This is an optimization exercise on Yosys and OpenROAD, whose aim is small area, not a production implementation. The RTL was checked by simulation tests, not by an equivalence proof against the original design.

==> job 1460: inputs <==
// FPU_top_level
module FPU_top_level
(
 input         clk,
 input         nrst,
 input  [31:0] floating_point1,
 input  [31:0] floating_point2,
 input  [2:0]  frm,
 input  [6:0]  funct7,
 output [31:0] floating_point_out,
 output [4:0]  flags
 );
Settings: LEC_CHECK=0, ABC_AREA=1, CAP_MARGIN=20, CORE_MARGIN=2, CORE_UTILIZATION=40, SLEW_MARGIN=20; clock period 10.0 ns.
standard.sh (not shown) runs the stock make flow with config.mk's settings and CLKGATE_MAP_FILE= SYNTH_SCRIPT=/design/flow/synth_recipe.tcl, a recipe that flattens the netlist after the stock synthesis.
==> flow/flow/run.sh <==
#!/bin/bash
# Own layout flow:
#  1. the standard synthesis (bash standard.sh synth);
#  2. flow/fixinv.py: full-adder polarity clean-up (removes inverters between
#     full adders; registers untouched);
#  3. flow/reabc.tcl: ABC re-maps the other combinational cells for area;
#     cells whose pre-placement slack is below KEEP_NS (flow/slack.tcl,
#     flow/keepmark.py) and all registers and adders are left as they are;
#  4. the standard layout, with the smallest buffer on the ports and without
#     keeping global placement's timing-driven buffers.
# Each step's full output goes to a log file in this folder.
set -euo pipefail
W=$(pwd)
R=$W/orfs/results/$FLOW_PLATFORM/FPU_top_level/base
export PLATFORM_DIR=$FLOW_HOME/platforms/$FLOW_PLATFORM
export LIB=$PLATFORM_DIR/lib/sky130_fd_sc_hd__tt_025C_1v80.lib
KEEP_NS=${KEEP_NS:--100}

bash standard.sh synth > synth.log 2>&1

cp "$R/1_2_yosys.v" "$W/1_2_yosys.standard.v"
python3 flow/fixinv.py "$W/1_2_yosys.standard.v" "$W/1_2_yosys.fixinv.v" > fixinv.log 2>&1
NETIN=$W/1_2_yosys.fixinv.v SLACKOUT=$W/slack.txt \
  openroad -no_init -exit flow/slack.tcl > slack.log 2>&1
python3 flow/keepmark.py mark "$W/1_2_yosys.fixinv.v" "$W/slack.txt" "$KEEP_NS" "$W/1_2_yosys.marked.v" > keepmark.log 2>&1
NETIN=$W/1_2_yosys.marked.v NETOUT=$W/1_2_yosys.reabc_marked.v \
  ABC_SCRIPT='+strash;dch;map,-a;topo;upsize;dnsize' \
  yosys -c flow/reabc.tcl > reabc.log 2>&1
python3 flow/keepmark.py unmark "$W/1_2_yosys.reabc_marked.v" "$W/1_2_yosys.reabc.v" >> keepmark.log 2>&1
cp "$W/1_2_yosys.reabc.v" "$R/1_2_yosys.v"
rm -f "$R/1_synth.odb" "$R/1_synth.sdc"

export BUFFER_PORTS_ARGS="-buffer_cell sky130_fd_sc_hd__buf_1"
export GPL_KEEP_OVERFLOW=0
bash standard.sh finish > layout.log 2>&1
Other scripts of this flow, unchanged in this note and not shown: flow/flow/fixinv.py, flow/flow/keepmark.py, flow/flow/reabc.tcl, flow/flow/slack.tcl
==> job 1582: changes against job 1460 <==
--- a/flow/flow/run.sh
+++ b/flow/flow/run.sh
@@ -15,5 +15,5 @@
 export PLATFORM_DIR=$FLOW_HOME/platforms/$FLOW_PLATFORM
 export LIB=$PLATFORM_DIR/lib/sky130_fd_sc_hd__tt_025C_1v80.lib
-KEEP_NS=${KEEP_NS:--100}
+KEEP_NS=${KEEP_NS:-1.0}
 
 bash standard.sh synth > synth.log 2>&1
Settings changed: PLACE_DENSITY set to 0.75.
==> job 1366: changes against job 1460 <==
--- a/flow/flow/run.sh
+++ b/flow/flow/run.sh
@@ -15,5 +15,5 @@
 export PLATFORM_DIR=$FLOW_HOME/platforms/$FLOW_PLATFORM
 export LIB=$PLATFORM_DIR/lib/sky130_fd_sc_hd__tt_025C_1v80.lib
-KEEP_NS=${KEEP_NS:--100}
+KEEP_NS=${KEEP_NS:-2.0}
 
 bash standard.sh synth > synth.log 2>&1
==> job 1534: changes against job 1460 <==
--- a/flow/flow/run.sh
+++ b/flow/flow/run.sh
@@ -15,5 +15,5 @@
 export PLATFORM_DIR=$FLOW_HOME/platforms/$FLOW_PLATFORM
 export LIB=$PLATFORM_DIR/lib/sky130_fd_sc_hd__tt_025C_1v80.lib
-KEEP_NS=${KEEP_NS:--100}
+KEEP_NS=${KEEP_NS:-1.0}
 
 bash standard.sh synth > synth.log 2>&1
==> summary of the runs <==
- In wire length, job 1534 and job 1460 hardly differ.
- In clock-buffer cell count, job 1366 and job 1460 do not differ.
- Die area: job 1534 is smaller than job 1366 (2.7%).
- Setup slack: job 1366 < job 1534 < job 1460 < job 1582.
==> figures <==
                                                            job 1366        job 1460        job 1534        job 1582
Run status                                            finished clean  finished clean  finished clean  finished clean
First-pass GRT wire length                                    121 mm          117 mm          118 mm          109 mm
Multi-input gates                                               2067            2028            2043            2043
Met1 Routed Length                                           32.5 mm         32.2 mm         32.3 mm         28.2 mm
Worst clock skew on the final layout                         18.2 ps         12.0 ps         14.3 ps         13.3 ps
Reg-to-reg critical path startpoint                        r1_big[9]     r1_small[0]       r1_big[8]     r1_small[0]
Worst-path clk slew                                            80 ps           70 ps           80 ps           80 ps
Global routing met3 resource utilization                       9.14%           8.28%           7.69%           9.00%
Worst endpoint required time                                10260 ps         8000 ps        10250 ps        10260 ps
Pin count of the biggest net entering global routing              82              84              82              82

==> inputs of wip/fjord <==
Another version of the RTL of FPU_top_level (not shown whole).
export LEC_CHECK = 0
export ABC_AREA = 1
export CAP_MARGIN = 20
export CORE_MARGIN = 2
export CORE_UTILIZATION = 40
export SLEW_MARGIN = 20
create_clock -name core_clock -period 10.0 [get_ports {clk}]
==> flow/flow/run.sh <==
#!/bin/bash
# Own layout flow: the standard synthesis; full-adder polarity clean-up of the
# netlist (flow/fixinv.py); an area re-mapping of the other combinational
# cells with ABC (flow/reabc.tcl; registers and adders untouched); then the
# standard layout with the smallest buffer on the ports.  Each step's full
# output goes to a log file in this folder.
set -euo pipefail
W=$(pwd)
R=$W/orfs/results/$FLOW_PLATFORM/FPU_top_level/base
export LIB=$FLOW_HOME/platforms/$FLOW_PLATFORM/lib/sky130_fd_sc_hd__tt_025C_1v80.lib

bash standard.sh synth > synth.log 2>&1

cp "$R/1_2_yosys.v" "$W/1_2_yosys.standard.v"
python3 flow/fixinv.py "$W/1_2_yosys.standard.v" "$W/1_2_yosys.fixinv.v" > fixinv.log 2>&1
NETIN=$W/1_2_yosys.fixinv.v NETOUT=$W/1_2_yosys.reabc.v \
  ABC_SCRIPT='+strash;dch;map,-a;topo;upsize;dnsize' \
  yosys -c flow/reabc.tcl > reabc.log 2>&1
cp "$W/1_2_yosys.reabc.v" "$R/1_2_yosys.v"
rm -f "$R/1_synth.odb" "$R/1_synth.sdc"

export BUFFER_PORTS_ARGS="-buffer_cell sky130_fd_sc_hd__buf_1"
export GPL_KEEP_OVERFLOW=0
bash standard.sh finish > layout.log 2>&1
Other scripts of this flow, unchanged in this note and not shown: flow/flow/fixinv.py, flow/flow/reabc.tcl
==> wip/maple: changes against wip/fjord <==
--- a/flow/flow/run.sh
+++ b/flow/flow/run.sh
@@ -20,5 +20,4 @@
 rm -f "$R/1_synth.odb" "$R/1_synth.sdc"
 
 export BUFFER_PORTS_ARGS="-buffer_cell sky130_fd_sc_hd__buf_1"
-export GPL_KEEP_OVERFLOW=0
 bash standard.sh finish > layout.log 2>&1
==> results by group <==
Status
  – Outcome: timing/DRC/antenna clean

Clock network
  – Post_cts resized: 1
(the above is from wip/maple)
==> results by group <==
Status
  – Outcome: timing/DRC/antenna clean

Synthesis
  – Syn. warnings: 1

Layout
  – Fraction of layout cells with a size suffix above 1: 8.330%

Clock network
  – Post_cts resized: 71

Setup path
  – Slowest-stage cell, CP: dfxtp_1
  – End of the critical path: r2_t[25]$_DFF_P_
(the above is from wip/fjord)

==> inputs of trial 8 <==
Another version of the RTL of FPU_top_level (not shown whole).
Settings: LEC_CHECK=0, CAP_MARGIN=20, CORE_MARGIN=2, CORE_UTILIZATION=40, SLEW_MARGIN=20; clock period 10.0 ns.
run.sh (not shown) runs the stock make flow with config.mk's settings and CLKGATE_MAP_FILE= SYNTH_SCRIPT=/design/flow/synth_recipe.tcl, a recipe that flattens the netlist after the stock synthesis.
Stock flow here: none of the scripts above is used.
==> inputs of trial 21, as changes to trial 8 <==
--- a/flow/config.mk
+++ b/flow/config.mk
@@ -5,6 +5,7 @@
 export SDC_FILE = /design/flow/constraint.sdc
 export NUM_CORES = 4
 export LEC_CHECK = 0
+export ABC_AREA = 1
 export CAP_MARGIN = 20
 export CORE_MARGIN = 2
 export CORE_UTILIZATION = 40
==> impl_metrics.yaml <==
run_status:
  outcome: "finished clean"
setup_path:
  endpoint: "r2_exp[0]$_DFF_P_"
  rrSetupSlack_ns: 0.42
  worstPathMaxFanout: 13
  r2r_start: "r1_small[6]$_DFF_P_"
die:
  die_h_um: 246.9
cells_and_area:
  multi_input_area_share_pct: 74.59
  layout-drive-gt1-share_pct: 8.319
  fin_cells: 3587
  final_nets: 3287
global_routing:
  use_met3_pct: 4.992
  use_met2_pct: 44.67
synth:
  synth_top_area_share_pct: 22.48
  synth.net_count: 3298
  syn-cell-area_um2: 23600
timing:
  worst_slew_pin_slew_ns: 1.110
place:
  place_hpwl_um: 64520
That was trial 8.
==> impl_metrics.yaml <==
cells_and_area:
  fin_cells: 3868
  final_nets: 3586
  multi_input_area_share_pct: 71.66
  layout-drive-gt1-share_pct: 7.551
synth:
  syn-cell-area_um2: 22780
  synth_top_area_share_pct: 23.29
  synth.net_count: 3561
global_routing:
  use_met3_pct: 5.252
  use_met2_pct: 43.38
run_status:
  outcome: "finished clean"
place:
  place_hpwl_um: 64700
timing:
  fmaxAchievable_mhz: 106.6
setup_path:
  rrSetupSlack_ns: 0.62
  worstPathMaxFanout: 12
  endpoint: "r2_exp[1]$_DFF_P_"
  r2r_start: "r1_small[5]$_DFF_P_"
That was trial 21.

-- separate check: timing with driven ports --
Ports are ideal in the flow. The routed layouts listed here were re-timed in OpenROAD. Step 1 (the two cells are an assumption about what drives the block):
set clk [get_ports {clk}]
set_driving_cell -lib_cell sky130_fd_sc_hd__clkbuf_16 $clk
set_driving_cell -lib_cell sky130_fd_sc_hd__buf_2 [delete_from_list [all_inputs] $clk]
Step 2 times the ports against the registers' clock, not the clock port: input delays grow and output delays shrink by t, the midpoint of the rising clock arrivals with the driver on. Slacks: no drivers / after step 1 / after step 2; pairs: no drivers / after step 1.
| run | t, ns | slack for setup (ns) | latest minus earliest clock arrival (ns) | slew at the worst register clock pin (ns) | worst slew at a driven data input, ns |
|---|---|---|---|---|---|
| job 1460 | 0.424 | 0.374 / 0.317 / 0.503 | 0.012 / 0.012 | 0.08 / 0.08 | 0.06 |
| job 1582 | 0.416 | 0.414 / 0.414 / 0.414 | 0.014 / 0.014 | 0.08 / 0.08 | 0.04 |
| job 1366 | 0.413 | 0.287 / 0.287 / 0.287 | 0.018 / 0.018 | 0.09 / 0.09 | 0.06 |
| job 1534 | 0.413 | 0.294 / 0.294 / 0.294 | 0.014 / 0.015 | 0.08 / 0.08 | 0.06 |
| wip/fjord | 0.432 | 0.456 / 0.456 / 0.456 | 0.012 / 0.012 | 0.08 / 0.08 | 0.04 |
| wip/maple | 0.429 | 0.603 / 0.603 / 0.603 | 0.015 / 0.014 | 0.08 / 0.08 | 0.04 |
| trial 8 | 0.413 | 0.420 / 0.420 / 0.420 | 0.012 / 0.013 | 0.08 / 0.08 | 0.07 |
| trial 21 | 0.421 | 0.615 / 0.615 / 0.615 | 0.015 / 0.016 | 0.09 / 0.09 | 0.05 |
After both steps setup and hold are still met in every run listed.
